This is an optimization exercise on Yosys and OpenROAD, whose aim is small area and a short achievable clock period, not a production implementation.
No functional check of the RTL was part of any run shown here.

## flow/design.v (module list and top-level ports; edited modules follow where they fit)
// module mac_unit: 1272 lines
// module mac_hi: 10 lines
// module mac_fa: 5 lines
// module mac_hai: 4 lines
// module mac_xnor: 3 lines
// module mac_or: 3 lines
module mac_unit #(
    parameter AW = 16,
    parameter BW = 16,
    parameter ACCW = 40,
    parameter SIGNED = 0
)(
    input  wire clk,
    input  wire rst_n,
    input  wire en,
    input  wire valid_in,
    input  wire [AW-1:0] a,
    input  wire [BW-1:0] b,
    output reg  valid_out,
    output reg  [ACCW-1:0] acc_out
);
  // ...
==> flow/run.sh <==
#!/bin/bash
# synth_recipe.tcl (not shown) runs the flow's synth.tcl, then flattens the netlist and writes it again
# the make line also repeats each setting of config.mk as NAME=value (left out here)
make -C /OpenROAD-flow-scripts/flow DESIGN_CONFIG=/design/flow/config.mk WORK_HOME=/design/flow/orfs CLKGATE_MAP_FILE= SYNTH_SCRIPT=/design/flow/synth_recipe.tcl finish
==> flow/config.mk <==
export PLATFORM = sky130hd
export DESIGN_NAME = mac_unit
export DESIGN_NICKNAME = mac_unit
export VERILOG_FILES = /design/flow/design.v
export SDC_FILE = /design/flow/constraint.sdc
export NUM_CORES = 4
export LEC_CHECK = 0
export CAP_MARGIN = 20
export CORE_MARGIN = 2
export CORE_UTILIZATION = 65
export CTS_BUF_LIST = sky130_fd_sc_hd__clkbuf_4 sky130_fd_sc_hd__clkbuf_8
export SETUP_SLACK_MARGIN = 3.4
export SLEW_MARGIN = 20
export SYNTH_HIERARCHICAL = 1
export SYNTH_MINIMUM_KEEP_SIZE = 0
==> flow/constraint.sdc <==
create_clock -name core_clock -period 7.0 [get_ports {clk}]
set_input_delay 1.4000 -clock core_clock [delete_from_list [all_inputs] [get_ports {clk}]]
set_output_delay 1.4000 -clock core_clock [all_outputs]
set_load 0.01 [all_outputs]
==> results.ini, run 1 <==
[finish]
final_cell_mix = nand2_1 (291), fa_1 (192), dfxtp_1 (118)
final_layout_size_suffix_gt1_share_pct = 14.4
utilization_pct = 75.7
top_regs = pr (79), acc_out (40)
nMultiInputCombCells = 875
final-clk-cell-share_pct = 3.43
n_clock_buffer = 18

[synthesis]
synth.avg_cell_area_um2 = 9.78
synth_top_family_by_area = adder cells
synth_xor_area_share_pct = 3.12

[setup_path]
cp-start-kind = register
worstSetupStartpoint = pr[48]$_DFF_P_
required_ps = 7340
slowest_delay_ps = 530
rrSetupSlack_ps = 3320
slowest_stage = or4_4

[placement]
dp_hpwl_um = 21300
place_ws_ps = 2270
dp_cells = 1339

[clock_network]
post-cts-setup-buffers = 15
cts-root-buf = clkbuf_8
ctsResizeCount = 134
clk_pin_slew_ps = 80
insertion_delay_ps = 460
cts.sinks = 121
cts_tree = built

[min_path]
min_path_cells = 1
hold_class = reg2reg

[route]
wl_met3_um = 2950
drt-wirelength-per-cell_um = 20.5
vias_per_cell = 6.05

[sta]
max_freq_ghz = 0.272
hold_violations = 0
fin_hold_ws_ps = 453
period_share_pct = 52.6

[outcome]
status = no timing/DRC/antenna violations

[global_route]
grt_use_met3_pct = 9.03
grt_pass1_wl_um = 46100

[die]
ioPinCount = 77

==> run 2, diff against run 1 <==
--- a/flow/design.v
+++ b/flow/design.v
@@ -1245,17 +1245,675 @@
   mac_fa fa219 (.a(nacc[25]), .b(c720), .ci(s723), .s(s725), .co(c726));
   mac_fa fa220 (.a(pr[70]), .b(nacc[26]), .ci(c724), .s(s727), .co(c728));
   mac_fa fa221 (.a(pr[71]), .b(pr[72]), .ci(nacc[27]), .s(s729), .co(c730));
   mac_fa fa222 (.a(pr[73]), .b(pr[74]), .ci(nacc[28]), .s(s731), .co(c732));
   mac_fa fa223 (.a(pr[75]), .b(pr[76]), .ci(nacc[29]), .s(s733), .co(c734));
   mac_fa fa224 (.a(pr[77]), .b(pr[78]), .ci(nacc[30]), .s(s735), .co(c736));
   wire [39:0] ra = {nacc[39], nacc[38], nacc[37], nacc[36], nacc[35], nacc[34], nacc[33], nacc[32], nacc[31], c734, c732, c730, s729, s727, c722, c718, c714, s713, c706, c700, c694, c688, c682, c676, c672, c668, c664, c660, s657, c654, c652, c650, c648, c646, c644, c642, c640, c638, nacc[1], pr[0]};
   wire [39:0] rb = {1'b1, 1'b1, 1'b1, 1'b1, 1'b1, 1'b1, 1'b1, 1'b1, c736, s735, s733, s731, c728, c726, s725, s721, s717, c710, s709, s705, s699, s693, s687, s681, s675, s671, s667, s663, s659, s655, s653, s651, s649, s647, s645, s643, s641, s639, s637, nacc[0]};
-  wire [33:0] lo = {1'b0, ra[32:0]} + {1'b0, rb[32:0]} + 34'd1;
+  wire [32:0] ks_s;
+  wire ks_y1;
+  mac_nor2 uks_y1 (.a(ra[0]), .b(rb[0]), .y(ks_y1));
+  wire ks_y2;
+  mac_xor uks_y2 (.a(ra[0]), .b(rb[0]), .y(ks_y2));
+  wire ks_y3;
+  mac_nor2 uks_y3 (.a(ra[1]), .b(rb[1]), .y(ks_y3));
+  wire ks_y4;
+  mac_xor uks_y4 (.a(ra[1]), .b(rb[1]), .y(ks_y4));
+  wire ks_y5;
+  mac_nor2 uks_y5 (.a(ra[2]), .b(rb[2]), .y(ks_y5));
+  wire ks_y6;
+  mac_xor uks_y6 (.a(ra[2]), .b(rb[2]), .y(ks_y6));
+  wire ks_y7;
+  mac_nor2 uks_y7 (.a(ra[3]), .b(rb[3]), .y(ks_y7));
+  wire ks_y8;
+  mac_xor uks_y8 (.a(ra[3]), .b(rb[3]), .y(ks_y8));
+  wire ks_y9;
+  mac_nor2 uks_y9 (.a(ra[4]), .b(rb[4]), .y(ks_y9));
+  wire ks_y10;
+  mac_xor uks_y10 (.a(ra[4]), .b(rb[4]), .y(ks_y10));
+  wire ks_y11;
+  mac_nor2 uks_y11 (.a(ra[5]), .b(rb[5]), .y(ks_y11));
+  wire ks_y12;
+  mac_xor uks_y12 (.a(ra[5]), .b(rb[5]), .y(ks_y12));
+  wire ks_y13;
+  mac_nor2 uks_y13 (.a(ra[6]), .b(rb[6]), .y(ks_y13));
+  wire ks_y14;
+  mac_xor uks_y14 (.a(ra[6]), .b(rb[6]), .y(ks_y14));
+  wire ks_y15;
+  mac_nor2 uks_y15 (.a(ra[7]), .b(rb[7]), .y(ks_y15));
+  wire ks_y16;
+  mac_xor uks_y16 (.a(ra[7]), .b(rb[7]), .y(ks_y16));
+  wire ks_y17;
+  mac_nor2 uks_y17 (.a(ra[8]), .b(rb[8]), .y(ks_y17));
+  wire ks_y18;
+  mac_xor uks_y18 (.a(ra[8]), .b(rb[8]), .y(ks_y18));
+  wire ks_y19;
+  mac_nor2 uks_y19 (.a(ra[9]), .b(rb[9]), .y(ks_y19));
+  wire ks_y20;
+  mac_xor uks_y20 (.a(ra[9]), .b(rb[9]), .y(ks_y20));
+  wire ks_y21;
+  mac_nor2 uks_y21 (.a(ra[10]), .b(rb[10]), .y(ks_y21));
+  wire ks_y22;
+  mac_xor uks_y22 (.a(ra[10]), .b(rb[10]), .y(ks_y22));
+  wire ks_y23;
+  mac_nor2 uks_y23 (.a(ra[11]), .b(rb[11]), .y(ks_y23));
+  wire ks_y24;
+  mac_xor uks_y24 (.a(ra[11]), .b(rb[11]), .y(ks_y24));
+  wire ks_y25;
+  mac_nor2 uks_y25 (.a(ra[12]), .b(rb[12]), .y(ks_y25));
+  wire ks_y26;
+  mac_xor uks_y26 (.a(ra[12]), .b(rb[12]), .y(ks_y26));
+  wire ks_y27;
+  mac_nor2 uks_y27 (.a(ra[13]), .b(rb[13]), .y(ks_y27));
+  wire ks_y28;
+  mac_xor uks_y28 (.a(ra[13]), .b(rb[13]), .y(ks_y28));
+  wire ks_y29;
+  mac_nor2 uks_y29 (.a(ra[14]), .b(rb[14]), .y(ks_y29));
+  wire ks_y30;
+  mac_xor uks_y30 (.a(ra[14]), .b(rb[14]), .y(ks_y30));
+  wire ks_y31;
+  mac_nor2 uks_y31 (.a(ra[15]), .b(rb[15]), .y(ks_y31));
+  wire ks_y32;
+  mac_xor uks_y32 (.a(ra[15]), .b(rb[15]), .y(ks_y32));
+  wire ks_y33;
+  mac_nor2 uks_y33 (.a(ra[16]), .b(rb[16]), .y(ks_y33));
+  wire ks_y34;
+  mac_xor uks_y34 (.a(ra[16]), .b(rb[16]), .y(ks_y34));
+  wire ks_y35;
+  mac_nor2 uks_y35 (.a(ra[17]), .b(rb[17]), .y(ks_y35));
+  wire ks_y36;
+  mac_xor uks_y36 (.a(ra[17]), .b(rb[17]), .y(ks_y36));
+  wire ks_y37;
+  mac_nor2 uks_y37 (.a(ra[18]), .b(rb[18]), .y(ks_y37));
+  wire ks_y38;
+  mac_xor uks_y38 (.a(ra[18]), .b(rb[18]), .y(ks_y38));
+  wire ks_y39;
+  mac_nor2 uks_y39 (.a(ra[19]), .b(rb[19]), .y(ks_y39));
+  wire ks_y40;
+  mac_xor uks_y40 (.a(ra[19]), .b(rb[19]), .y(ks_y40));
+  wire ks_y41;
+  mac_nor2 uks_y41 (.a(ra[20]), .b(rb[20]), .y(ks_y41));
+  wire ks_y42;
+  mac_xor uks_y42 (.a(ra[20]), .b(rb[20]), .y(ks_y42));
+  wire ks_y43;
+  mac_nor2 uks_y43 (.a(ra[21]), .b(rb[21]), .y(ks_y43));
+  wire ks_y44;
+  mac_xor uks_y44 (.a(ra[21]), .b(rb[21]), .y(ks_y44));
+  wire ks_y45;
+  mac_nor2 uks_y45 (.a(ra[22]), .b(rb[22]), .y(ks_y45));
+  wire ks_y46;
+  mac_xor uks_y46 (.a(ra[22]), .b(rb[22]), .y(ks_y46));
+  wire ks_y47;
+  mac_nor2 uks_y47 (.a(ra[23]), .b(rb[23]), .y(ks_y47));
+  wire ks_y48;
+  mac_xor uks_y48 (.a(ra[23]), .b(rb[23]), .y(ks_y48));
+  wire ks_y49;
+  mac_nor2 uks_y49 (.a(ra[24]), .b(rb[24]), .y(ks_y49));
+  wire ks_y50;
+  mac_xor uks_y50 (.a(ra[24]), .b(rb[24]), .y(ks_y50));
+  wire ks_y51;
+  mac_nor2 uks_y51 (.a(ra[25]), .b(rb[25]), .y(ks_y51));
+  wire ks_y52;
+  mac_xor uks_y52 (.a(ra[25]), .b(rb[25]), .y(ks_y52));
+  wire ks_y53;
+  mac_nor2 uks_y53 (.a(ra[26]), .b(rb[26]), .y(ks_y53));
+  wire ks_y54;
+  mac_xor uks_y54 (.a(ra[26]), .b(rb[26]), .y(ks_y54));
+  wire ks_y55;
+  mac_nor2 uks_y55 (.a(ra[27]), .b(rb[27]), .y(ks_y55));
+  wire ks_y56;
+  mac_xor uks_y56 (.a(ra[27]), .b(rb[27]), .y(ks_y56));
+  wire ks_y57;
+  mac_nor2 uks_y57 (.a(ra[28]), .b(rb[28]), .y(ks_y57));
+  wire ks_y58;
+  mac_xor uks_y58 (.a(ra[28]), .b(rb[28]), .y(ks_y58));
+  wire ks_y59;
+  mac_nor2 uks_y59 (.a(ra[29]), .b(rb[29]), .y(ks_y59));
+  wire ks_y60;
+  mac_xor uks_y60 (.a(ra[29]), .b(rb[29]), .y(ks_y60));
+  wire ks_y61;
+  mac_nor2 uks_y61 (.a(ra[30]), .b(rb[30]), .y(ks_y61));
+  wire ks_y62;
+  mac_xor uks_y62 (.a(ra[30]), .b(rb[30]), .y(ks_y62));
+  wire ks_y63;
+  mac_nor2 uks_y63 (.a(ra[31]), .b(rb[31]), .y(ks_y63));
+  wire ks_y64;
+  mac_xor uks_y64 (.a(ra[31]), .b(rb[31]), .y(ks_y64));
+  wire ks_y65;
+  mac_nor2 uks_y65 (.a(ra[32]), .b(rb[32]), .y(ks_y65));
+  wire ks_y66;
+  mac_xor uks_y66 (.a(ra[32]), .b(rb[32]), .y(ks_y66));
+  wire ks_y67;
+  mac_aoi21 uks_y67 (.a1(ks_y4), .a2(ks_y1), .b1(ks_y3), .y(ks_y67));
+  wire ks_y68;
+  mac_aoi21 uks_y68 (.a1(ks_y6), .a2(ks_y3), .b1(ks_y5), .y(ks_y68));
+  wire ks_y69;
+  mac_nand2 uks_y69 (.a(ks_y6), .b(ks_y4), .y(ks_y69));
+  wire ks_y70;
+  mac_aoi21 uks_y70 (.a1(ks_y8), .a2(ks_y5), .b1(ks_y7), .y(ks_y70));
+  wire ks_y71;
+  mac_nand2 uks_y71 (.a(ks_y8), .b(ks_y6), .y(ks_y71));
+  wire ks_y72;
+  mac_aoi21 uks_y72 (.a1(ks_y10), .a2(ks_y7), .b1(ks_y9), .y(ks_y72));
+  wire ks_y73;
+  mac_nand2 uks_y73 (.a(ks_y10), .b(ks_y8), .y(ks_y73));
+  wire ks_y74;
+  mac_aoi21 uks_y74 (.a1(ks_y12), .a2(ks_y9), .b1(ks_y11), .y(ks_y74));
+  wire ks_y75;
+  mac_nand2 uks_y75 (.a(ks_y12), .b(ks_y10), .y(ks_y75));
+  wire ks_y76;
+  mac_aoi21 uks_y76 (.a1(ks_y14), .a2(ks_y11), .b1(ks_y13), .y(ks_y76));
+  wire ks_y77;
+  mac_nand2 uks_y77 (.a(ks_y14), .b(ks_y12), .y(ks_y77));
+  wire ks_y78;
+  mac_aoi21 uks_y78 (.a1(ks_y16), .a2(ks_y13), .b1(ks_y15), .y(ks_y78));
+  wire ks_y79;
+  mac_nand2 uks_y79 (.a(ks_y16), .b(ks_y14), .y(ks_y79));
+  wire ks_y80;
+  mac_aoi21 uks_y80 (.a1(ks_y18), .a2(ks_y15), .b1(ks_y17), .y(ks_y80));
+  wire ks_y81;
+  mac_nand2 uks_y81 (.a(ks_y18), .b(ks_y16), .y(ks_y81));
+  wire ks_y82;
+  mac_aoi21 uks_y82 (.a1(ks_y20), .a2(ks_y17), .b1(ks_y19), .y(ks_y82));
+  wire ks_y83;
+  mac_nand2 uks_y83 (.a(ks_y20), .b(ks_y18), .y(ks_y83));
+  wire ks_y84;
+  mac_aoi21 uks_y84 (.a1(ks_y22), .a2(ks_y19), .b1(ks_y21), .y(ks_y84));
+  wire ks_y85;
+  mac_nand2 uks_y85 (.a(ks_y22), .b(ks_y20), .y(ks_y85));
+  wire ks_y86;
+  mac_aoi21 uks_y86 (.a1(ks_y24), .a2(ks_y21), .b1(ks_y23), .y(ks_y86));
+  wire ks_y87;
+  mac_nand2 uks_y87 (.a(ks_y24), .b(ks_y22), .y(ks_y87));
+  wire ks_y88;
+  mac_aoi21 uks_y88 (.a1(ks_y26), .a2(ks_y23), .b1(ks_y25), .y(ks_y88));
+  wire ks_y89;
+  mac_nand2 uks_y89 (.a(ks_y26), .b(ks_y24), .y(ks_y89));
+  wire ks_y90;
+  mac_aoi21 uks_y90 (.a1(ks_y28), .a2(ks_y25), .b1(ks_y27), .y(ks_y90));
+  wire ks_y91;
+  mac_nand2 uks_y91 (.a(ks_y28), .b(ks_y26), .y(ks_y91));
+  wire ks_y92;
+  mac_aoi21 uks_y92 (.a1(ks_y30), .a2(ks_y27), .b1(ks_y29), .y(ks_y92));
+  wire ks_y93;
+  mac_nand2 uks_y93 (.a(ks_y30), .b(ks_y28), .y(ks_y93));
+  wire ks_y94;
+  mac_aoi21 uks_y94 (.a1(ks_y32), .a2(ks_y29), .b1(ks_y31), .y(ks_y94));
+  wire ks_y95;
+  mac_nand2 uks_y95 (.a(ks_y32), .b(ks_y30), .y(ks_y95));
+  wire ks_y96;
+  mac_aoi21 uks_y96 (.a1(ks_y34), .a2(ks_y31), .b1(ks_y33), .y(ks_y96));
+  wire ks_y97;
+  mac_nand2 uks_y97 (.a(ks_y34), .b(ks_y32), .y(ks_y97));
+  wire ks_y98;
+  mac_aoi21 uks_y98 (.a1(ks_y36), .a2(ks_y33), .b1(ks_y35), .y(ks_y98));
+  wire ks_y99;
+  mac_nand2 uks_y99 (.a(ks_y36), .b(ks_y34), .y(ks_y99));
+  wire ks_y100;
+  mac_aoi21 uks_y100 (.a1(ks_y38), .a2(ks_y35), .b1(ks_y37), .y(ks_y100));
+  wire ks_y101;
+  mac_nand2 uks_y101 (.a(ks_y38), .b(ks_y36), .y(ks_y101));
+  wire ks_y102;
+  mac_aoi21 uks_y102 (.a1(ks_y40), .a2(ks_y37), .b1(ks_y39), .y(ks_y102));
+  wire ks_y103;
+  mac_nand2 uks_y103 (.a(ks_y40), .b(ks_y38), .y(ks_y103));
+  wire ks_y104;
+  mac_aoi21 uks_y104 (.a1(ks_y42), .a2(ks_y39), .b1(ks_y41), .y(ks_y104));
+  wire ks_y105;
+  mac_nand2 uks_y105 (.a(ks_y42), .b(ks_y40), .y(ks_y105));
+  wire ks_y106;
+  mac_aoi21 uks_y106 (.a1(ks_y44), .a2(ks_y41), .b1(ks_y43), .y(ks_y106));
+  wire ks_y107;
+  mac_nand2 uks_y107 (.a(ks_y44), .b(ks_y42), .y(ks_y107));
+  wire ks_y108;
+  mac_aoi21 uks_y108 (.a1(ks_y46), .a2(ks_y43), .b1(ks_y45), .y(ks_y108));
+  wire ks_y109;
+  mac_nand2 uks_y109 (.a(ks_y46), .b(ks_y44), .y(ks_y109));
+  wire ks_y110;
+  mac_aoi21 uks_y110 (.a1(ks_y48), .a2(ks_y45), .b1(ks_y47), .y(ks_y110));
+  wire ks_y111;
+  mac_nand2 uks_y111 (.a(ks_y48), .b(ks_y46), .y(ks_y111));
+  wire ks_y112;
+  mac_aoi21 uks_y112 (.a1(ks_y50), .a2(ks_y47), .b1(ks_y49), .y(ks_y112));
+  wire ks_y113;
+  mac_nand2 uks_y113 (.a(ks_y50), .b(ks_y48), .y(ks_y113));
+  wire ks_y114;
+  mac_aoi21 uks_y114 (.a1(ks_y52), .a2(ks_y49), .b1(ks_y51), .y(ks_y114));
+  wire ks_y115;
+  mac_nand2 uks_y115 (.a(ks_y52), .b(ks_y50), .y(ks_y115));
+  wire ks_y116;
+  mac_aoi21 uks_y116 (.a1(ks_y54), .a2(ks_y51), .b1(ks_y53), .y(ks_y116));
+  wire ks_y117;
+  mac_nand2 uks_y117 (.a(ks_y54), .b(ks_y52), .y(ks_y117));
+  wire ks_y118;
+  mac_aoi21 uks_y118 (.a1(ks_y56), .a2(ks_y53), .b1(ks_y55), .y(ks_y118));
+  wire ks_y119;
+  mac_nand2 uks_y119 (.a(ks_y56), .b(ks_y54), .y(ks_y119));
+  wire ks_y120;
+  mac_aoi21 uks_y120 (.a1(ks_y58), .a2(ks_y55), .b1(ks_y57), .y(ks_y120));
+  wire ks_y121;
+  mac_nand2 uks_y121 (.a(ks_y58), .b(ks_y56), .y(ks_y121));
+  wire ks_y122;
+  mac_aoi21 uks_y122 (.a1(ks_y60), .a2(ks_y57), .b1(ks_y59), .y(ks_y122));
+  wire ks_y123;
+  mac_nand2 uks_y123 (.a(ks_y60), .b(ks_y58), .y(ks_y123));
+  wire ks_y124;
+  mac_aoi21 uks_y124 (.a1(ks_y62), .a2(ks_y59), .b1(ks_y61), .y(ks_y124));
+  wire ks_y125;
+  mac_nand2 uks_y125 (.a(ks_y62), .b(ks_y60), .y(ks_y125));
+  wire ks_y126;
+  mac_aoi21 uks_y126 (.a1(ks_y64), .a2(ks_y61), .b1(ks_y63), .y(ks_y126));
+  wire ks_y127;
+  mac_nand2 uks_y127 (.a(ks_y64), .b(ks_y62), .y(ks_y127));
+  wire ks_y128;
+  mac_aoi21 uks_y128 (.a1(ks_y66), .a2(ks_y63), .b1(ks_y65), .y(ks_y128));
+  wire ks_y129;
+  mac_nand2 uks_y129 (.a(ks_y66), .b(ks_y64), .y(ks_y129));
+  wire ks_n130;
+  assign ks_n130 = ~ks_y1;
+  wire ks_y131;
+  mac_oai21 uks_y131 (.a1(ks_y69), .a2(ks_n130), .b1(ks_y68), .y(ks_y131));
+  wire ks_y132;
+  mac_oai21 uks_y132 (.a1(ks_y71), .a2(ks_y67), .b1(ks_y70), .y(ks_y132));
+  wire ks_y133;
+  mac_oai21 uks_y133 (.a1(ks_y73), .a2(ks_y68), .b1(ks_y72), .y(ks_y133));
+  wire ks_y134;
+  mac_nor2 uks_y134 (.a(ks_y73), .b(ks_y69), .y(ks_y134));
+  wire ks_y135;
+  mac_oai21 uks_y135 (.a1(ks_y75), .a2(ks_y70), .b1(ks_y74), .y(ks_y135));
+  wire ks_y136;
+  mac_nor2 uks_y136 (.a(ks_y75), .b(ks_y71), .y(ks_y136));
+  wire ks_y137;
+  mac_oai21 uks_y137 (.a1(ks_y77), .a2(ks_y72), .b1(ks_y76), .y(ks_y137));
+  wire ks_y138;
+  mac_nor2 uks_y138 (.a(ks_y77), .b(ks_y73), .y(ks_y138));
+  wire ks_y139;
+  mac_oai21 uks_y139 (.a1(ks_y79), .a2(ks_y74), .b1(ks_y78), .y(ks_y139));
+  wire ks_y140;
+  mac_nor2 uks_y140 (.a(ks_y79), .b(ks_y75), .y(ks_y140));
+  wire ks_y141;
+  mac_oai21 uks_y141 (.a1(ks_y81), .a2(ks_y76), .b1(ks_y80), .y(ks_y141));
+  wire ks_y142;
+  mac_nor2 uks_y142 (.a(ks_y81), .b(ks_y77), .y(ks_y142));
+  wire ks_y143;
+  mac_oai21 uks_y143 (.a1(ks_y83), .a2(ks_y78), .b1(ks_y82), .y(ks_y143));
+  wire ks_y144;
+  mac_nor2 uks_y144 (.a(ks_y83), .b(ks_y79), .y(ks_y144));
+  wire ks_y145;
+  mac_oai21 uks_y145 (.a1(ks_y85), .a2(ks_y80), .b1(ks_y84), .y(ks_y145));
+  wire ks_y146;
+  mac_nor2 uks_y146 (.a(ks_y85), .b(ks_y81), .y(ks_y146));
+  wire ks_y147;
+  mac_oai21 uks_y147 (.a1(ks_y87), .a2(ks_y82), .b1(ks_y86), .y(ks_y147));
+  wire ks_y148;
+  mac_nor2 uks_y148 (.a(ks_y87), .b(ks_y83), .y(ks_y148));
+  wire ks_y149;
+  mac_oai21 uks_y149 (.a1(ks_y89), .a2(ks_y84), .b1(ks_y88), .y(ks_y149));
+  wire ks_y150;
+  mac_nor2 uks_y150 (.a(ks_y89), .b(ks_y85), .y(ks_y150));
+  wire ks_y151;
+  mac_oai21 uks_y151 (.a1(ks_y91), .a2(ks_y86), .b1(ks_y90), .y(ks_y151));
+  wire ks_y152;
+  mac_nor2 uks_y152 (.a(ks_y91), .b(ks_y87), .y(ks_y152));
+  wire ks_y153;
+  mac_oai21 uks_y153 (.a1(ks_y93), .a2(ks_y88), .b1(ks_y92), .y(ks_y153));
+  wire ks_y154;
+  mac_nor2 uks_y154 (.a(ks_y93), .b(ks_y89), .y(ks_y154));
+  wire ks_y155;
+  mac_oai21 uks_y155 (.a1(ks_y95), .a2(ks_y90), .b1(ks_y94), .y(ks_y155));
+  wire ks_y156;
+  mac_nor2 uks_y156 (.a(ks_y95), .b(ks_y91), .y(ks_y156));
+  wire ks_y157;
+  mac_oai21 uks_y157 (.a1(ks_y97), .a2(ks_y92), .b1(ks_y96), .y(ks_y157));
+  wire ks_y158;
+  mac_nor2 uks_y158 (.a(ks_y97), .b(ks_y93), .y(ks_y158));
+  wire ks_y159;
+  mac_oai21 uks_y159 (.a1(ks_y99), .a2(ks_y94), .b1(ks_y98), .y(ks_y159));
+  wire ks_y160;
+  mac_nor2 uks_y160 (.a(ks_y99), .b(ks_y95), .y(ks_y160));
+  wire ks_y161;
+  mac_oai21 uks_y161 (.a1(ks_y101), .a2(ks_y96), .b1(ks_y100), .y(ks_y161));
+  wire ks_y162;
+  mac_nor2 uks_y162 (.a(ks_y101), .b(ks_y97), .y(ks_y162));
+  wire ks_y163;
+  mac_oai21 uks_y163 (.a1(ks_y103), .a2(ks_y98), .b1(ks_y102), .y(ks_y163));
+  wire ks_y164;
+  mac_nor2 uks_y164 (.a(ks_y103), .b(ks_y99), .y(ks_y164));
+  wire ks_y165;
+  mac_oai21 uks_y165 (.a1(ks_y105), .a2(ks_y100), .b1(ks_y104), .y(ks_y165));
+  wire ks_y166;
+  mac_nor2 uks_y166 (.a(ks_y105), .b(ks_y101), .y(ks_y166));
+  wire ks_y167;
+  mac_oai21 uks_y167 (.a1(ks_y107), .a2(ks_y102), .b1(ks_y106), .y(ks_y167));
+  wire ks_y168;
+  mac_nor2 uks_y168 (.a(ks_y107), .b(ks_y103), .y(ks_y168));
+  wire ks_y169;
+  mac_oai21 uks_y169 (.a1(ks_y109), .a2(ks_y104), .b1(ks_y108), .y(ks_y169));
+  wire ks_y170;
+  mac_nor2 uks_y170 (.a(ks_y109), .b(ks_y105), .y(ks_y170));
+  wire ks_y171;
+  mac_oai21 uks_y171 (.a1(ks_y111), .a2(ks_y106), .b1(ks_y110), .y(ks_y171));
+  wire ks_y172;
+  mac_nor2 uks_y172 (.a(ks_y111), .b(ks_y107), .y(ks_y172));
+  wire ks_y173;
+  mac_oai21 uks_y173 (.a1(ks_y113), .a2(ks_y108), .b1(ks_y112), .y(ks_y173));
+  wire ks_y174;
+  mac_nor2 uks_y174 (.a(ks_y113), .b(ks_y109), .y(ks_y174));
+  wire ks_y175;
+  mac_oai21 uks_y175 (.a1(ks_y115), .a2(ks_y110), .b1(ks_y114), .y(ks_y175));
+  wire ks_y176;
+  mac_nor2 uks_y176 (.a(ks_y115), .b(ks_y111), .y(ks_y176));
+  wire ks_y177;
+  mac_oai21 uks_y177 (.a1(ks_y117), .a2(ks_y112), .b1(ks_y116), .y(ks_y177));
+  wire ks_y178;
+  mac_nor2 uks_y178 (.a(ks_y117), .b(ks_y113), .y(ks_y178));
+  wire ks_y179;
+  mac_oai21 uks_y179 (.a1(ks_y119), .a2(ks_y114), .b1(ks_y118), .y(ks_y179));
+  wire ks_y180;
+  mac_nor2 uks_y180 (.a(ks_y119), .b(ks_y115), .y(ks_y180));
+  wire ks_y181;
+  mac_oai21 uks_y181 (.a1(ks_y121), .a2(ks_y116), .b1(ks_y120), .y(ks_y181));
+  wire ks_y182;
+  mac_nor2 uks_y182 (.a(ks_y121), .b(ks_y117), .y(ks_y182));
+  wire ks_y183;
+  mac_oai21 uks_y183 (.a1(ks_y123), .a2(ks_y118), .b1(ks_y122), .y(ks_y183));
+  wire ks_y184;
+  mac_nor2 uks_y184 (.a(ks_y123), .b(ks_y119), .y(ks_y184));
+  wire ks_y185;
+  mac_oai21 uks_y185 (.a1(ks_y125), .a2(ks_y120), .b1(ks_y124), .y(ks_y185));
+  wire ks_y186;
+  mac_nor2 uks_y186 (.a(ks_y125), .b(ks_y121), .y(ks_y186));
+  wire ks_y187;
+  mac_oai21 uks_y187 (.a1(ks_y127), .a2(ks_y122), .b1(ks_y126), .y(ks_y187));
+  wire ks_y188;
+  mac_nor2 uks_y188 (.a(ks_y127), .b(ks_y123), .y(ks_y188));
+  wire ks_y189;
+  mac_oai21 uks_y189 (.a1(ks_y129), .a2(ks_y124), .b1(ks_y128), .y(ks_y189));
+  wire ks_y190;
+  mac_nor2 uks_y190 (.a(ks_y129), .b(ks_y125), .y(ks_y190));
+  wire ks_y191;
+  mac_aoi21 uks_y191 (.a1(ks_y134), .a2(ks_y1), .b1(ks_y133), .y(ks_y191));
+  wire ks_n192;
+  assign ks_n192 = ~ks_y67;
+  wire ks_y193;
+  mac_aoi21 uks_y193 (.a1(ks_y136), .a2(ks_n192), .b1(ks_y135), .y(ks_y193));
+  wire ks_y194;
+  mac_aoi21 uks_y194 (.a1(ks_y138), .a2(ks_y131), .b1(ks_y137), .y(ks_y194));
+  wire ks_y195;
+  mac_aoi21 uks_y195 (.a1(ks_y140), .a2(ks_y132), .b1(ks_y139), .y(ks_y195));
+  wire ks_y196;
+  mac_aoi21 uks_y196 (.a1(ks_y142), .a2(ks_y133), .b1(ks_y141), .y(ks_y196));
+  wire ks_y197;
+  mac_nand2 uks_y197 (.a(ks_y142), .b(ks_y134), .y(ks_y197));
+  wire ks_y198;
+  mac_aoi21 uks_y198 (.a1(ks_y144), .a2(ks_y135), .b1(ks_y143), .y(ks_y198));
+  wire ks_y199;
+  mac_nand2 uks_y199 (.a(ks_y144), .b(ks_y136), .y(ks_y199));
+  wire ks_y200;
+  mac_aoi21 uks_y200 (.a1(ks_y146), .a2(ks_y137), .b1(ks_y145), .y(ks_y200));
+  wire ks_y201;
+  mac_nand2 uks_y201 (.a(ks_y146), .b(ks_y138), .y(ks_y201));
+  wire ks_y202;
+  mac_aoi21 uks_y202 (.a1(ks_y148), .a2(ks_y139), .b1(ks_y147), .y(ks_y202));
+  wire ks_y203;
+  mac_nand2 uks_y203 (.a(ks_y148), .b(ks_y140), .y(ks_y203));
+  wire ks_y204;
+  mac_aoi21 uks_y204 (.a1(ks_y150), .a2(ks_y141), .b1(ks_y149), .y(ks_y204));
+  wire ks_y205;
+  mac_nand2 uks_y205 (.a(ks_y150), .b(ks_y142), .y(ks_y205));
+  wire ks_y206;
+  mac_aoi21 uks_y206 (.a1(ks_y152), .a2(ks_y143), .b1(ks_y151), .y(ks_y206));
+  wire ks_y207;
+  mac_nand2 uks_y207 (.a(ks_y152), .b(ks_y144), .y(ks_y207));
+  wire ks_y208;
+  mac_aoi21 uks_y208 (.a1(ks_y154), .a2(ks_y145), .b1(ks_y153), .y(ks_y208));
+  wire ks_y209;
+  mac_nand2 uks_y209 (.a(ks_y154), .b(ks_y146), .y(ks_y209));
+  wire ks_y210;
+  mac_aoi21 uks_y210 (.a1(ks_y156), .a2(ks_y147), .b1(ks_y155), .y(ks_y210));
+  wire ks_y211;
+  mac_nand2 uks_y211 (.a(ks_y156), .b(ks_y148), .y(ks_y211));
+  wire ks_y212;
+  mac_aoi21 uks_y212 (.a1(ks_y158), .a2(ks_y149), .b1(ks_y157), .y(ks_y212));
+  wire ks_y213;
+  mac_nand2 uks_y213 (.a(ks_y158), .b(ks_y150), .y(ks_y213));
+  wire ks_y214;
+  mac_aoi21 uks_y214 (.a1(ks_y160), .a2(ks_y151), .b1(ks_y159), .y(ks_y214));
+  wire ks_y215;
+  mac_nand2 uks_y215 (.a(ks_y160), .b(ks_y152), .y(ks_y215));
+  wire ks_y216;
+  mac_aoi21 uks_y216 (.a1(ks_y162), .a2(ks_y153), .b1(ks_y161), .y(ks_y216));
+  wire ks_y217;
+  mac_nand2 uks_y217 (.a(ks_y162), .b(ks_y154), .y(ks_y217));
+  wire ks_y218;
+  mac_aoi21 uks_y218 (.a1(ks_y164), .a2(ks_y155), .b1(ks_y163), .y(ks_y218));
+  wire ks_y219;
+  mac_nand2 uks_y219 (.a(ks_y164), .b(ks_y156), .y(ks_y219));
+  wire ks_y220;
+  mac_aoi21 uks_y220 (.a1(ks_y166), .a2(ks_y157), .b1(ks_y165), .y(ks_y220));
+  wire ks_y221;
+  mac_nand2 uks_y221 (.a(ks_y166), .b(ks_y158), .y(ks_y221));
+  wire ks_y222;
+  mac_aoi21 uks_y222 (.a1(ks_y168), .a2(ks_y159), .b1(ks_y167), .y(ks_y222));
+  wire ks_y223;
+  mac_nand2 uks_y223 (.a(ks_y168), .b(ks_y160), .y(ks_y223));
+  wire ks_y224;
+  mac_aoi21 uks_y224 (.a1(ks_y170), .a2(ks_y161), .b1(ks_y169), .y(ks_y224));
+  wire ks_y225;
+  mac_nand2 uks_y225 (.a(ks_y170), .b(ks_y162), .y(ks_y225));
+  wire ks_y226;
+  mac_aoi21 uks_y226 (.a1(ks_y172), .a2(ks_y163), .b1(ks_y171), .y(ks_y226));
+  wire ks_y227;
+  mac_nand2 uks_y227 (.a(ks_y172), .b(ks_y164), .y(ks_y227));
+  wire ks_y228;
+  mac_aoi21 uks_y228 (.a1(ks_y174), .a2(ks_y165), .b1(ks_y173), .y(ks_y228));
+  wire ks_y229;
+  mac_nand2 uks_y229 (.a(ks_y174), .b(ks_y166), .y(ks_y229));
+  wire ks_y230;
+  mac_aoi21 uks_y230 (.a1(ks_y176), .a2(ks_y167), .b1(ks_y175), .y(ks_y230));
+  wire ks_y231;
+  mac_nand2 uks_y231 (.a(ks_y176), .b(ks_y168), .y(ks_y231));
+  wire ks_y232;
+  mac_aoi21 uks_y232 (.a1(ks_y178), .a2(ks_y169), .b1(ks_y177), .y(ks_y232));
+  wire ks_y233;
+  mac_nand2 uks_y233 (.a(ks_y178), .b(ks_y170), .y(ks_y233));
+  wire ks_y234;
+  mac_aoi21 uks_y234 (.a1(ks_y180), .a2(ks_y171), .b1(ks_y179), .y(ks_y234));
+  wire ks_y235;
+  mac_nand2 uks_y235 (.a(ks_y180), .b(ks_y172), .y(ks_y235));
+  wire ks_y236;
+  mac_aoi21 uks_y236 (.a1(ks_y182), .a2(ks_y173), .b1(ks_y181), .y(ks_y236));
+  wire ks_y237;
+  mac_nand2 uks_y237 (.a(ks_y182), .b(ks_y174), .y(ks_y237));
+  wire ks_y238;
+  mac_aoi21 uks_y238 (.a1(ks_y184), .a2(ks_y175), .b1(ks_y183), .y(ks_y238));
+  wire ks_y239;
+  mac_nand2 uks_y239 (.a(ks_y184), .b(ks_y176), .y(ks_y239));
+  wire ks_y240;
+  mac_aoi21 uks_y240 (.a1(ks_y186), .a2(ks_y177), .b1(ks_y185), .y(ks_y240));
+  wire ks_y241;
+  mac_nand2 uks_y241 (.a(ks_y186), .b(ks_y178), .y(ks_y241));
+  wire ks_y242;
+  mac_aoi21 uks_y242 (.a1(ks_y188), .a2(ks_y179), .b1(ks_y187), .y(ks_y242));
+  wire ks_y243;
+  mac_nand2 uks_y243 (.a(ks_y188), .b(ks_y180), .y(ks_y243));
+  wire ks_y244;
+  mac_aoi21 uks_y244 (.a1(ks_y190), .a2(ks_y181), .b1(ks_y189), .y(ks_y244));
+  wire ks_y245;
+  mac_nand2 uks_y245 (.a(ks_y190), .b(ks_y182), .y(ks_y245));
+  wire ks_y246;
+  mac_oai21 uks_y246 (.a1(ks_y197), .a2(ks_n130), .b1(ks_y196), .y(ks_y246));
+  wire ks_y247;
+  mac_oai21 uks_y247 (.a1(ks_y199), .a2(ks_y67), .b1(ks_y198), .y(ks_y247));
+  wire ks_n248;
+  assign ks_n248 = ~ks_y131;
+  wire ks_y249;
+  mac_oai21 uks_y249 (.a1(ks_y201), .a2(ks_n248), .b1(ks_y200), .y(ks_y249));
+  wire ks_n250;
+  assign ks_n250 = ~ks_y132;
+  wire ks_y251;
+  mac_oai21 uks_y251 (.a1(ks_y203), .a2(ks_n250), .b1(ks_y202), .y(ks_y251));
+  wire ks_y252;
+  mac_oai21 uks_y252 (.a1(ks_y205), .a2(ks_y191), .b1(ks_y204), .y(ks_y252));
+  wire ks_y253;
+  mac_oai21 uks_y253 (.a1(ks_y207), .a2(ks_y193), .b1(ks_y206), .y(ks_y253));
+  wire ks_y254;
+  mac_oai21 uks_y254 (.a1(ks_y209), .a2(ks_y194), .b1(ks_y208), .y(ks_y254));
+  wire ks_y255;
+  mac_oai21 uks_y255 (.a1(ks_y211), .a2(ks_y195), .b1(ks_y210), .y(ks_y255));
+  wire ks_y256;
+  mac_oai21 uks_y256 (.a1(ks_y213), .a2(ks_y196), .b1(ks_y212), .y(ks_y256));
+  wire ks_y257;
+  mac_nor2 uks_y257 (.a(ks_y213), .b(ks_y197), .y(ks_y257));
+  wire ks_y258;
+  mac_oai21 uks_y258 (.a1(ks_y215), .a2(ks_y198), .b1(ks_y214), .y(ks_y258));
+  wire ks_y259;
+  mac_nor2 uks_y259 (.a(ks_y215), .b(ks_y199), .y(ks_y259));
+  wire ks_y260;
+  mac_oai21 uks_y260 (.a1(ks_y217), .a2(ks_y200), .b1(ks_y216), .y(ks_y260));
+  wire ks_y261;
+  mac_nor2 uks_y261 (.a(ks_y217), .b(ks_y201), .y(ks_y261));
+  wire ks_y262;
+  mac_oai21 uks_y262 (.a1(ks_y219), .a2(ks_y202), .b1(ks_y218), .y(ks_y262));
+  wire ks_y263;
+  mac_nor2 uks_y263 (.a(ks_y219), .b(ks_y203), .y(ks_y263));
+  wire ks_y264;
+  mac_oai21 uks_y264 (.a1(ks_y221), .a2(ks_y204), .b1(ks_y220), .y(ks_y264));
+  wire ks_y265;
+  mac_nor2 uks_y265 (.a(ks_y221), .b(ks_y205), .y(ks_y265));
+  wire ks_y266;
+  mac_oai21 uks_y266 (.a1(ks_y223), .a2(ks_y206), .b1(ks_y222), .y(ks_y266));
+  wire ks_y267;
+  mac_nor2 uks_y267 (.a(ks_y223), .b(ks_y207), .y(ks_y267));
+  wire ks_y268;
+  mac_oai21 uks_y268 (.a1(ks_y225), .a2(ks_y208), .b1(ks_y224), .y(ks_y268));
+  wire ks_y269;
+  mac_nor2 uks_y269 (.a(ks_y225), .b(ks_y209), .y(ks_y269));
+  wire ks_y270;
+  mac_oai21 uks_y270 (.a1(ks_y227), .a2(ks_y210), .b1(ks_y226), .y(ks_y270));
+  wire ks_y271;
+  mac_nor2 uks_y271 (.a(ks_y227), .b(ks_y211), .y(ks_y271));
+  wire ks_y272;
+  mac_oai21 uks_y272 (.a1(ks_y229), .a2(ks_y212), .b1(ks_y228), .y(ks_y272));
+  wire ks_y273;
+  mac_nor2 uks_y273 (.a(ks_y229), .b(ks_y213), .y(ks_y273));
+  wire ks_y274;
+  mac_oai21 uks_y274 (.a1(ks_y231), .a2(ks_y214), .b1(ks_y230), .y(ks_y274));
+  wire ks_y275;
+  mac_nor2 uks_y275 (.a(ks_y231), .b(ks_y215), .y(ks_y275));
+  wire ks_y276;
+  mac_oai21 uks_y276 (.a1(ks_y233), .a2(ks_y216), .b1(ks_y232), .y(ks_y276));
+  wire ks_y277;
+  mac_nor2 uks_y277 (.a(ks_y233), .b(ks_y217), .y(ks_y277));
+  wire ks_y278;
+  mac_oai21 uks_y278 (.a1(ks_y235), .a2(ks_y218), .b1(ks_y234), .y(ks_y278));
+  wire ks_y279;
+  mac_nor2 uks_y279 (.a(ks_y235), .b(ks_y219), .y(ks_y279));
+  wire ks_y280;
+  mac_oai21 uks_y280 (.a1(ks_y237), .a2(ks_y220), .b1(ks_y236), .y(ks_y280));
+  wire ks_y281;
+  mac_nor2 uks_y281 (.a(ks_y237), .b(ks_y221), .y(ks_y281));
+  wire ks_y282;
+  mac_oai21 uks_y282 (.a1(ks_y239), .a2(ks_y222), .b1(ks_y238), .y(ks_y282));
+  wire ks_y283;
+  mac_nor2 uks_y283 (.a(ks_y239), .b(ks_y223), .y(ks_y283));
+  wire ks_y284;
+  mac_oai21 uks_y284 (.a1(ks_y241), .a2(ks_y224), .b1(ks_y240), .y(ks_y284));
+  wire ks_y285;
+  mac_nor2 uks_y285 (.a(ks_y241), .b(ks_y225), .y(ks_y285));
+  wire ks_y286;
+  mac_oai21 uks_y286 (.a1(ks_y243), .a2(ks_y226), .b1(ks_y242), .y(ks_y286));
+  wire ks_y287;
+  mac_nor2 uks_y287 (.a(ks_y243), .b(ks_y227), .y(ks_y287));
+  wire ks_y288;
+  mac_oai21 uks_y288 (.a1(ks_y245), .a2(ks_y228), .b1(ks_y244), .y(ks_y288));
+  wire ks_y289;
+  mac_nor2 uks_y289 (.a(ks_y245), .b(ks_y229), .y(ks_y289));
+  wire ks_y290;
+  mac_aoi21 uks_y290 (.a1(ks_y257), .a2(ks_y1), .b1(ks_y256), .y(ks_y290));
+  wire ks_y291;
+  mac_aoi21 uks_y291 (.a1(ks_y259), .a2(ks_n192), .b1(ks_y258), .y(ks_y291));
+  wire ks_y292;
+  mac_aoi21 uks_y292 (.a1(ks_y261), .a2(ks_y131), .b1(ks_y260), .y(ks_y292));
+  wire ks_y293;
+  mac_aoi21 uks_y293 (.a1(ks_y263), .a2(ks_y132), .b1(ks_y262), .y(ks_y293));
+  wire ks_n294;
+  assign ks_n294 = ~ks_y191;
+  wire ks_y295;
+  mac_aoi21 uks_y295 (.a1(ks_y265), .a2(ks_n294), .b1(ks_y264), .y(ks_y295));
+  wire ks_n296;
+  assign ks_n296 = ~ks_y193;
+  wire ks_y297;
+  mac_aoi21 uks_y297 (.a1(ks_y267), .a2(ks_n296), .b1(ks_y266), .y(ks_y297));
+  wire ks_n298;
+  assign ks_n298 = ~ks_y194;
+  wire ks_y299;
+  mac_aoi21 uks_y299 (.a1(ks_y269), .a2(ks_n298), .b1(ks_y268), .y(ks_y299));
+  wire ks_n300;
+  assign ks_n300 = ~ks_y195;
+  wire ks_y301;
+  mac_aoi21 uks_y301 (.a1(ks_y271), .a2(ks_n300), .b1(ks_y270), .y(ks_y301));
+  wire ks_y302;
+  mac_aoi21 uks_y302 (.a1(ks_y273), .a2(ks_y246), .b1(ks_y272), .y(ks_y302));
+  wire ks_y303;
+  mac_aoi21 uks_y303 (.a1(ks_y275), .a2(ks_y247), .b1(ks_y274), .y(ks_y303));
+  wire ks_y304;
+  mac_aoi21 uks_y304 (.a1(ks_y277), .a2(ks_y249), .b1(ks_y276), .y(ks_y304));
+  wire ks_y305;
+  mac_aoi21 uks_y305 (.a1(ks_y279), .a2(ks_y251), .b1(ks_y278), .y(ks_y305));
+  wire ks_y306;
+  mac_aoi21 uks_y306 (.a1(ks_y281), .a2(ks_y252), .b1(ks_y280), .y(ks_y306));
+  wire ks_y307;
+  mac_aoi21 uks_y307 (.a1(ks_y283), .a2(ks_y253), .b1(ks_y282), .y(ks_y307));
+  wire ks_y308;
+  mac_aoi21 uks_y308 (.a1(ks_y285), .a2(ks_y254), .b1(ks_y284), .y(ks_y308));
+  wire ks_y309;
+  mac_aoi21 uks_y309 (.a1(ks_y287), .a2(ks_y255), .b1(ks_y286), .y(ks_y309));
+  wire ks_y310;
+  mac_aoi21 uks_y310 (.a1(ks_y289), .a2(ks_y256), .b1(ks_y288), .y(ks_y310));
+  wire ks_y311;
+  mac_nand2 uks_y311 (.a(ks_y289), .b(ks_y257), .y(ks_y311));
+  wire ks_y312;
+  mac_oai21 uks_y312 (.a1(ks_y311), .a2(ks_n130), .b1(ks_y310), .y(ks_y312));
+  assign ks_s[0] = ks_y2;
+  assign ks_s[1] = ks_y4 ^ ks_y1;
+  assign ks_s[2] = ~ks_y6 ^ ks_y67;
+  assign ks_s[3] = ks_y8 ^ ks_y131;
+  assign ks_s[4] = ks_y10 ^ ks_y132;
+  assign ks_s[5] = ~ks_y12 ^ ks_y191;
+  assign ks_s[6] = ~ks_y14 ^ ks_y193;
+  assign ks_s[7] = ~ks_y16 ^ ks_y194;
+  assign ks_s[8] = ~ks_y18 ^ ks_y195;
+  assign ks_s[9] = ks_y20 ^ ks_y246;
+  assign ks_s[10] = ks_y22 ^ ks_y247;
+  assign ks_s[11] = ks_y24 ^ ks_y249;
+  assign ks_s[12] = ks_y26 ^ ks_y251;
+  assign ks_s[13] = ks_y28 ^ ks_y252;
+  assign ks_s[14] = ks_y30 ^ ks_y253;
+  assign ks_s[15] = ks_y32 ^ ks_y254;
+  assign ks_s[16] = ks_y34 ^ ks_y255;
+  assign ks_s[17] = ~ks_y36 ^ ks_y290;
+  assign ks_s[18] = ~ks_y38 ^ ks_y291;
+  assign ks_s[19] = ~ks_y40 ^ ks_y292;
+  assign ks_s[20] = ~ks_y42 ^ ks_y293;
+  assign ks_s[21] = ~ks_y44 ^ ks_y295;
+  assign ks_s[22] = ~ks_y46 ^ ks_y297;
+  assign ks_s[23] = ~ks_y48 ^ ks_y299;
+  assign ks_s[24] = ~ks_y50 ^ ks_y301;
+  assign ks_s[25] = ~ks_y52 ^ ks_y302;
+  assign ks_s[26] = ~ks_y54 ^ ks_y303;
+  assign ks_s[27] = ~ks_y56 ^ ks_y304;
+  assign ks_s[28] = ~ks_y58 ^ ks_y305;
+  assign ks_s[29] = ~ks_y60 ^ ks_y306;
+  assign ks_s[30] = ~ks_y62 ^ ks_y307;
+  assign ks_s[31] = ~ks_y64 ^ ks_y308;
+  assign ks_s[32] = ~ks_y66 ^ ks_y309;
+  wire [33:0] lo = ~{ks_y312, ks_s};
   wire [6:0] hi_next;
   mac_hi #(.N(7)) hi (.acc(acc_out[39:33]), .cn(lo[33]), .sel(en & valid_reg), .rst_n(rst_n), .d(hi_next));
   wire [32:0] sum = ~lo[32:0];
   always @(posedge clk) begin
     pr <= {c636, p256, c634, s635, c630, s633, c626, s629, s625, c620, s621, c558, c618, s619, c554, s617, c616, s553, s615, c614, s549, s613, c542, c538, s541, s539, c536, s537, c534, s535, c532, s533, c530, s531, c528, s529, c526, s527, c524, c612, s525, c522, s523, c520, s611, s521, c610, s609, c608, s517, s607, c606, s513, s605, c604, s509, c602, s603, c600, s505, s601, c598, s597, c594, s593, c590, s589, c586, s585, c582, s581, c578, s577, c574, s573, s569, p2, p17, p1};
     valid_reg <= valid_in & rst_n;
   end
   always @(posedge clk) begin
@@ -1290,8 +1948,23 @@
   mac_or o0 (.a(a), .b(b), .y(co));
 endmodule
 module mac_xnor (input wire a, input wire b, output wire y);
   assign y = ~(a ^ b);
 endmodule
 module mac_or (input wire a, input wire b, output wire y);
   assign y = a | b;
 endmodule
+module mac_aoi21 (input wire a1, input wire a2, input wire b1, output wire y);
+  assign y = ~((a1 & a2) | b1);
+endmodule
+module mac_nand2 (input wire a, input wire b, output wire y);
+  assign y = ~(a & b);
+endmodule
+module mac_nor2 (input wire a, input wire b, output wire y);
+  assign y = ~(a | b);
+endmodule
+module mac_oai21 (input wire a1, input wire a2, input wire b1, output wire y);
+  assign y = ~((a1 | a2) & b1);
+endmodule
+module mac_xor (input wire a, input wire b, output wire y);
+  assign y = a ^ b;
+endmodule
==> flow/config.mk (replaced) <==
export PLATFORM = sky130hd
export DESIGN_NAME = mac_unit
export DESIGN_NICKNAME = mac_unit
export VERILOG_FILES = /design/flow/design.v
export SDC_FILE = /design/flow/constraint.sdc
export NUM_CORES = 4
export LEC_CHECK = 0
export CAP_MARGIN = 20
export CORE_MARGIN = 2
export CORE_UTILIZATION = 65
export CTS_BUF_LIST = sky130_fd_sc_hd__clkbuf_4 sky130_fd_sc_hd__clkbuf_8
export SETUP_SLACK_MARGIN = 3.6
export SLEW_MARGIN = 20
export SYNTH_HIERARCHICAL = 1
export SYNTH_MINIMUM_KEEP_SIZE = 0
==> run 2 against run 1 <==
Effect of this change: critical path depth grew 3; still clean on timing, DRC and antenna; worst setup slack gained 220 ps; clock-buffer cell count grew 2; critical path type unchanged; synthesized cell count grew 6.0%; core utilization shrank 0.18 points; final cell count grew 4.7%.
==> results.ini, run 2 <==
[sta]
rsz0062_at_grt = yes  ; unchanged
slew_viol_final = 0  ; unchanged
period_share_pct = 49.4  ; was 52.6%
hold_violations = 0  ; unchanged
fin_hold_ws_ps = 499  ; was 453 ps
slew_headroom_pct = 39.9  ; was 46.6%
min_period_ps = 3460  ; was 3680 ps
fin_setup_tns_ps = 0  ; unchanged
worst_clock_skew_ps = 9.93  ; was 12.9 ps
max_freq_ghz = 0.289  ; was 0.272 GHz
worst_pin_slew_ps = 899  ; was 800 ps
setup_violations = 0  ; unchanged

[synthesis]
synth-seq-cells = 121  ; unchanged
ys_async_sr_fraction_pct = 0  ; unchanged
synth_top_area_share_pct = 39.7  ; was 41.1%
synth_edf_count = 0  ; unchanged
yosysMostFrequentCell = nand2_1  ; unchanged
synth_top_cell_by_area = fa_1  ; unchanged
synth_warnings = 7  ; unchanged
synth_area_mm2 = 0.0113  ; was 0.0109 mm^2
ys_top_cells_by_area = fa_1 (40%), dfxtp_1 (21%), nand2_1 (11%)  ; was fa_1 (41%), dfxtp_1 (22%), nand2_1 (10%)
ys_types = 33  ; was 58
synth_cells = 1186  ; was 1119
ys_seq_area_share_pct = 21.4  ; was 22.1%
ys.flop_type = dfxtp_1  ; unchanged
synthTopCellsByCount = nand2_1 (335), fa_1 (224), dfxtp_1 (121)  ; was nand2_1 (302), fa_1 (225), dfxtp_1 (121)
synth.avg_cell_area_um2 = 9.52  ; was 9.78 um^2

[finish]
largest_register_ffs = 79  ; unchanged
final_cell_mix = nand2_1 (317), fa_1 (183), dfxtp_1 (119)  ; was nand2_1 (291), fa_1 (192), dfxtp_1 (118)
num-fill-cells = 1324  ; was 1207
final_area_mm2 = 0.0129  ; was 0.0125 mm^2
multi_input_area_mm2 = 0.00873  ; was 0.00843 mm^2
n_antenna_cell = 0  ; unchanged
layout.nets = 1480  ; was 1451
regMostFlops = pr  ; unchanged
top_regs = pr (79), acc_out (40)  ; unchanged
final_layout_size_suffix_gt1_share_pct = 21.0  ; was 14.4%
layout_commonest_cell = nand2_1  ; unchanged
areaGrowthSynthToFinish_pct = 14.4  ; was 14.3%
seq_area_mm2 = 0.00242  ; was 0.00243 mm^2
utilization_pct = 75.5  ; was 75.7%

[setup_path]
rrSetupSlack_ps = 3540  ; was 3320 ps
reg2reg_from = pr[44]$_DFF_P_  ; was pr[48]$_DFF_P_
crit_family = adder cells  ; unchanged
crit_type = reg2reg  ; unchanged
path_cells = fa_2, fa_1, fa_1, xor2_2, nand2_2, o21ai_2, a21oi_2, o21ai_2, a21oi_2, o21ai_1, inv_1, nand4b_4, or3_1, a21boi_1  ; was fa_2, fa_1, fa_1, ha_4, nand2_4, or4_4, or3b_1, o211ai_1, o21ai_1, xnor2_1, o21ai_1
path_buf_inv = 1  ; was 0
reg2reg_depth = 14  ; was 11
worstSetupStartpoint = pr[44]$_DFF_P_  ; was pr[48]$_DFF_P_
cp-end-kind = register  ; unchanged
r2r-end = acc_out[38]$_DFF_P_  ; was acc_out[27]$_SDFFE_PN0P_
slowest_stage = fa_1  ; was or4_4
cp-start-kind = register  ; unchanged
crit_fanout = 6  ; was 3
slowest_delay_ps = 610  ; was 530 ps
required_ps = 7370  ; was 7340 ps
worstPathArrival_ps = 3830  ; was 4020 ps

[die]
die_area_mm2 = 0.0184  ; was 0.0179 mm^2
initial_core_util_pct = 66.0  ; was 66.3%
ioPinCount = 77  ; unchanged
rows = 48  ; was 47
fp.coreArea_mm2 = 0.0171  ; was 0.0165 mm^2
die_h_um = 136  ; was 134 um
chipWidth_um = 136  ; was 134 um

[route]
vias_per_cell = 5.90  ; was 6.05
drt-total-wl_um = 30200  ; was 28600 um
drt_first_pass_iters = 5  ; unchanged
ant_nets = 0  ; unchanged
drc = 0  ; unchanged
drtIter0Drc = 568  ; was 738
dr_total_vias = 8586  ; was 8404
drt-wirelength-per-cell_um = 20.7  ; was 20.5 um

[placement]
gp_congestion = 0.970  ; was 0.925
dpl-instance-area_mm2 = 0.0122  ; was 0.0118 mm^2
portBuffers = 76  ; unchanged
dp_hpwl_um = 23000  ; was 21300 um

[global_route]
grt_pass1_vias = 9086  ; was 8558
grt_max_degree = 36  ; was 49
grt_pass1_wl_um = 48600  ; was 46100 um
grt_util_all_layers_pct = 35.3  ; was 33.8%
antenna_found_initial = 0  ; unchanged
grt_overflow = 0  ; unchanged

[min_path]
min_path_cells = 2  ; was 1
hold_class = reg2reg  ; unchanged
holdPathEnd = acc_out[29]$_SDFFE_PN0P_  ; was valid_out$_SDFF_PN0_
min_from = acc_out[29]$_SDFFE_PN0P_  ; was valid_reg$_DFF_P_

[clock_network]
insertion_delay_ps = 440  ; was 460 ps
h-tree-depth = 4  ; unchanged
cts.sinks = 121  ; unchanged
clk_pin_slew_ps = 70  ; was 80 ps
cts_hold_buf = 0  ; unchanged
cts_tree = built  ; unchanged
cts_buffer_depth = 2  ; unchanged
cts_buffers = 17  ; unchanged
cts-root-buf = clkbuf_8  ; unchanged

[outcome]
status = no timing/DRC/antenna violations  ; unchanged

[flow_run]
maxCapViolations = 0  ; unchanged

-- run 2: worst max-delay path by stage --
stage | depth (start not counted) | endpoint | slack [ps]
6_report | 14 | acc_out[38]$_DFF_P_ | 3540
5_1_grt | 14 | acc_out[38]$_DFF_P_ | 3360
4_1_cts | 14 | acc_out[37]$_DFF_P_ | 3460
3_5_place_dp | 6 | pr[34]$_DFF_P_ | 2260
3_3_place_gp | 6 | pr[18]$_DFF_P_ | 2330
2_1_floorplan | 8 | pr[34]$_DFF_P_ | 3240
-- run 2: logic make-up (layout without fill, tap and decap cells) --
kind of cell             Yosys count  count (layout)  synth area share [%]
XOR/XNOR                          83              83                  6.44
AND/OR/NAND/NOR                  448             448                  15.7
flip-flops                       121             121                  21.4
multiplexers                       2               2                 0.177
other                              1               2                0.0332
AO/OA/AOI/OAI                    186             186                  11.8
buffers and inverters            120             164                  4.63
adder cells (fa/ha/maj)          225             225                  39.8
-- run 2: layout make-up --
type | count | share of cell area [%]
Sequential cell | 121 | 18.8
Timing Repair Buffer | 89 | 6.60
Inverter | 44 | 1.28
Clock inverter | 11 | 1.49
Clock buffer | 20 | 2.13
Tap cell | 225 | 2.18
Multi-Input combinational cell | 946 | 67.6
-- run 2: timing repair --
item                                    CTS  global route
buffers inserted                         10             1
endpoints found under the setup margin   74            25
pin swaps                                19            13
resized for setup                       209            44
-- run 2: tightest hold or removal path, stage by stage, from the launching register on --
cell     delay, ps
dfxtp_1        330
nand2_1         60
o22ai_1         60
-- run 2: layer usage --
metal	GRT usage, %	routed length (um)	vias up
met3	10.9	2900	92
li1	-	-	3761
met4	14.1	1020	0
met2	54.7	14200	457
met1	47.0	12100	4276
met5	0	0	-
-- run 2: stage by stage --
stage                     cells  setup WS [ps]
after floorplan            1187           3240
after global placement     1414           2330
after detailed placement   1414           2260
after CTS                  1455           3460
after global routing       1456           3360
final                      1456           3540
-- run 2: per-module statistics from Yosys (local to each module, per instance), a selection --
module | flip-flops and latches | times used | cell area, um^2 | cells
mac_unit | 121 | 1 | 4620 | 600
mac_nor2 | 0 | 79 | 3.75 | 1
mac_nand2 | 0 | 57 | 3.75 | 1
mac_oai21 | 0 | 57 | 5.00 | 1
mac_xor | 0 | 33 | 8.76 | 1
mac_fa | 0 | 224 | 20.0 | 1
mac_or | 0 | 16 | 6.26 | 1
mac_aoi21 | 0 | 78 | 8.76 | 1
mac_xnor | 0 | 16 | 8.76 | 1
==> run 3, diff against run 2 <==
--- a/flow/config.mk
+++ b/flow/config.mk
@@ -11,3 +11,3 @@
 export CTS_BUF_LIST = sky130_fd_sc_hd__clkbuf_4 sky130_fd_sc_hd__clkbuf_8
-export SETUP_SLACK_MARGIN = 3.6
+export SETUP_SLACK_MARGIN = 3.4
 export SLEW_MARGIN = 20
==> run 3 against run 2 <==
Effect of this change: non-clock buffer count is 3 lower; synthesized cell count stayed put; critical path type is now in2reg; via count hardly changed; sequential cell count stayed put; global-route usage is 0.34 points lower.
==> results.ini, run 3 <==
[sta]
min_period_ps = 3580  ; was 3460 ps
hold_violations = 0  ; unchanged
max_freq_ghz = 0.279  ; was 0.289 GHz
worst_clock_skew_ps = 12.4  ; was 9.93 ps
fin_setup_tns_ps = 0  ; unchanged
worst_pin_slew_ps = 860  ; was 899 ps
setup_ws_ps = 3420  ; was 3540 ps
rsz0062_at_grt = yes  ; unchanged
slew_viol_final = 0  ; unchanged
slew_headroom_pct = 42.5  ; was 39.9%
setup_violations = 0  ; unchanged
period_share_pct = 51.2  ; was 49.4%

[global_route]
antenna_found_initial = 0  ; unchanged
grt_pass1_wl_um = 47800  ; was 48600 um
grt_pass1_vias = 8931  ; was 9086
grt_max_degree = 36  ; unchanged
grt_util_all_layers_pct = 35.0  ; was 35.3%
grt_overflow = 0  ; unchanged

[route]
drc = 0  ; unchanged
drt-total-wl_um = 30000  ; was 30200 um
drt-wirelength-per-cell_um = 20.7  ; about the same
drt_first_pass_iters = 5  ; unchanged
vias_per_cell = 5.90  ; about the same
drtIter0Drc = 532  ; was 568
ant_nets = 0  ; unchanged
dr_total_vias = 8582  ; was 8586

[min_path]
hold_class = reg2reg  ; unchanged
min_from = acc_out[32]$_SDFFE_PN0P_  ; was acc_out[29]$_SDFFE_PN0P_

[setup_path]
path_cells = clkdlybuf4s18_2, nand2_1, fa_1, fa_1, fa_1, fa_1  ; was fa_2, fa_1, fa_1, xor2_2, nand2_2, o21ai_2, a21oi_2, o21ai_2, a21oi_2, o21ai_1, inv_1, nand4b_4, or3_1, a21boi_1
slowest_delay_ps = 540  ; was 610 ps
setup.worst_path.end = pr[34]$_DFF_P_  ; was acc_out[38]$_DFF_P_
slowest_stage = fa_1  ; unchanged
cp-start-kind = primary input  ; was register
worstPathArrival_ps = 3910  ; was 3830 ps
worstSetupStartpoint = a[14]  ; was pr[44]$_DFF_P_
reg2reg_depth = 15  ; was 14
crit_type = in2reg  ; was reg2reg
reg2reg_from = pr[40]$_DFF_P_  ; was pr[44]$_DFF_P_
r2r-end = acc_out[37]$_DFF_P_  ; was acc_out[38]$_DFF_P_
cp-end-kind = register  ; unchanged
rrSetupSlack_ps = 3460  ; was 3540 ps
crit_fanout = 16  ; was 6
required_ps = 7330  ; was 7370 ps
crit_top_cell = fa_1

[finish]
final_cell_mix = nand2_1 (327), fa_1 (199), dfxtp_1 (120)  ; was nand2_1 (317), fa_1 (183), dfxtp_1 (119)
layout.nets = 1477  ; was 1480
n_antenna_cell = 0  ; unchanged
top_regs = pr (79), acc_out (40)  ; unchanged
multi_input_area_mm2 = 0.00859  ; was 0.00873 mm^2
final_area_mm2 = 0.0126  ; was 0.0129 mm^2
final_layout_size_suffix_gt1_share_pct = 17.7  ; was 21.0%
regMostFlops = pr  ; unchanged
areaGrowthSynthToFinish_pct = 11.6  ; was 14.4%
layout_commonest_cell = nand2_1  ; unchanged
num-fill-cells = 1311  ; was 1324
largest_register_ffs = 79  ; unchanged
fin_cells = 1454  ; was 1456
seq_area_mm2 = 0.00242  ; about the same

[die]
fp.coreArea_mm2 = 0.0171  ; unchanged
die_h_um = 136  ; unchanged
ioPinCount = 77  ; unchanged
initial_core_util_pct = 66.0  ; unchanged
chipWidth_um = 136  ; unchanged
rows = 48  ; unchanged
die_area_mm2 = 0.0184  ; unchanged

[synthesis]
synth_area_mm2 = 0.0113  ; unchanged
synthTopCellsByCount = nand2_1 (335), fa_1 (224), dfxtp_1 (121)  ; unchanged
synth.avg_cell_area_um2 = 9.52  ; unchanged
synth-seq-cells = 121  ; unchanged
ys_top_cells_by_area = fa_1 (40%), dfxtp_1 (21%), nand2_1 (11%)  ; unchanged
yosysMostFrequentCell = nand2_1  ; unchanged
ys_types = 33  ; unchanged
synth_top_area_share_pct = 39.7  ; unchanged
synth_warnings = 7  ; unchanged
synth_cells = 1186  ; unchanged
ys_async_sr_fraction_pct = 0  ; unchanged
ys.flop_type = dfxtp_1  ; unchanged
synth_top_cell_by_area = fa_1  ; unchanged
synth_edf_count = 0  ; unchanged
ys_seq_area_share_pct = 21.4  ; unchanged

[clock_network]
cts-root-buf = clkbuf_8  ; unchanged
h-tree-depth = 4  ; unchanged
cts_tree = built  ; unchanged
insertion_delay_ps = 450  ; was 440 ps
cts_buffers = 17  ; unchanged
cts.sinks = 121  ; unchanged
clk_pin_slew_ps = 80  ; was 70 ps
cts_buffer_depth = 2  ; unchanged

[placement]
gp_congestion = 0.939  ; was 0.970
place_ws_ps = 2230  ; was 2260 ps
dp_hpwl_um = 22600  ; was 23000 um
dp_cells = 1414  ; unchanged
dpl-instance-area_mm2 = 0.0121  ; was 0.0122 mm^2
portBuffers = 76  ; unchanged

[outcome]
status = no timing/DRC/antenna violations  ; unchanged

[flow_run]
maxCapViolations = 0  ; unchanged

## run 3: cell counts after synthesis
Identical to the previous run, type by type.
## run 3: cells by family (layout without fill, tap and decap cells)
group	after synthesis	count (layout)	share of synthesized area, %
buf+inv	120	162	4.63
fa+ha+maj	225	225	39.8
other cells	1	2	0.0332
xor+xnor	83	83	6.44
simple gates	448	448	15.7
compound gates	186	186	11.8
flops	121	121	21.4
mux	2	2	0.177
## run 3: how the worst min path moves through the flow
stage	end	slack, ps	cells after the start
5_1_grt	acc_out[32]$_SDFFE_PN0P_	510	2
3_5_place_dp	acc_out[32]$_SDFFE_PN0P_	480	2
3_3_place_gp	acc_out[39]$_DFF_P_	470	2
2_1_floorplan	acc_out[39]$_DFF_P_	500	2
6_report	acc_out[32]$_SDFFE_PN0P_	490	2
4_1_cts	acc_out[32]$_SDFFE_PN0P_	490	2
## run 3: layer usage
metal  global-route usage [%]  wire (um)
met5                        0          0
met4                     14.7       1190
met2                     55.0      14100
met3                     8.28       2670
met1                     47.2      12000
## run 3: cell type report
| type | instances | share of cell area (%) |
|---|---|---|
| Timing Repair Buffer | 86 | 5.70 |
| Clock buffer | 19 | 2.07 |
| Inverter | 44 | 1.31 |
| Multi-Input combinational cell | 946 | 68.2 |
| Clock inverter | 13 | 1.32 |
| Sequential cell | 121 | 19.2 |
| Tap cell | 225 | 2.23 |
## run 3: critical path: cells and delay by family
family	cells	cell delay, ps
adder cells (fa/ha/maj)	4	1880
buffers and inverters	1	480
AND/OR/NAND/NOR	1	160
## run 3: timing repair
action / 4_1_cts / 5_1_grt
hold buffers: 0 / 0
buffers inserted: 7 / 1
endpoints found under the hold margin: 0 / 0
pin swaps: 9 / 9
resized for setup: 128 / 67
setup endpoints to repair: 69 / 19
## run 3: per-module statistics from Yosys, one instance, submodules excluded, a selection
| module | cell area [um^2] | flops+latches | times used | cells |
|---|---|---|---|---|
| mac_aoi21 | 8.76 | 0 | 78 | 1 |
| mac_fa | 20.0 | 0 | 224 | 1 |
| mac_nand2 | 3.75 | 0 | 57 | 1 |
| mac_nor2 | 3.75 | 0 | 79 | 1 |
| mac_oai21 | 5.00 | 0 | 57 | 1 |
| mac_or | 6.26 | 0 | 16 | 1 |
| mac_unit | 4620 | 121 | 1 | 600 |
| mac_xnor | 8.76 | 0 | 16 | 1 |
| mac_xor | 8.76 | 0 | 33 | 1 |
## run 3: through the flow
step                util, %  hold WS [ps]
floorplan                 -           501
global placement       70.5           473
detailed placement     70.5           476
CTS                    73.9           491
global route           73.7           508
finish                 73.7           492

re-timing with driven ports:
No port has a modelled driver above. Below, the same layouts with a new extraction and two added sets of constraints. Step 1 sets driving cells, clkbuf_16 on the clock port and buf_2 on the other inputs (assumed; they add their load-dependent delay and slew). Step 2, shift: input delay + t, output delay - t, t = (earliest + latest rising clock arrival at the registers) / 2. This alone moves slack from input paths to output paths. Three values: ideal ports, drivers, drivers and shift; two values: the first two.
| run | shift t [ns] | setup slack, ns | worst setup path after step 2 | worst register clock-pin slew, ns |
|---|---|---|---|---|
| run 1 | 0.486 | 3.317 / 3.317 / 2.970 | input to register | 0.08 / 0.08 |
| run 2 | 0.475 | 3.540 / 3.540 / 3.143 | input to register | 0.08 / 0.08 |
| run 3 | 0.488 | 3.419 / 3.428 / 2.940 | input to register | 0.08 / 0.08 |
After both steps every run listed still meets setup and hold. The setup slack of run 3, which loses most, moves by +0.009 ns with the drivers and by -0.479 ns with both steps.
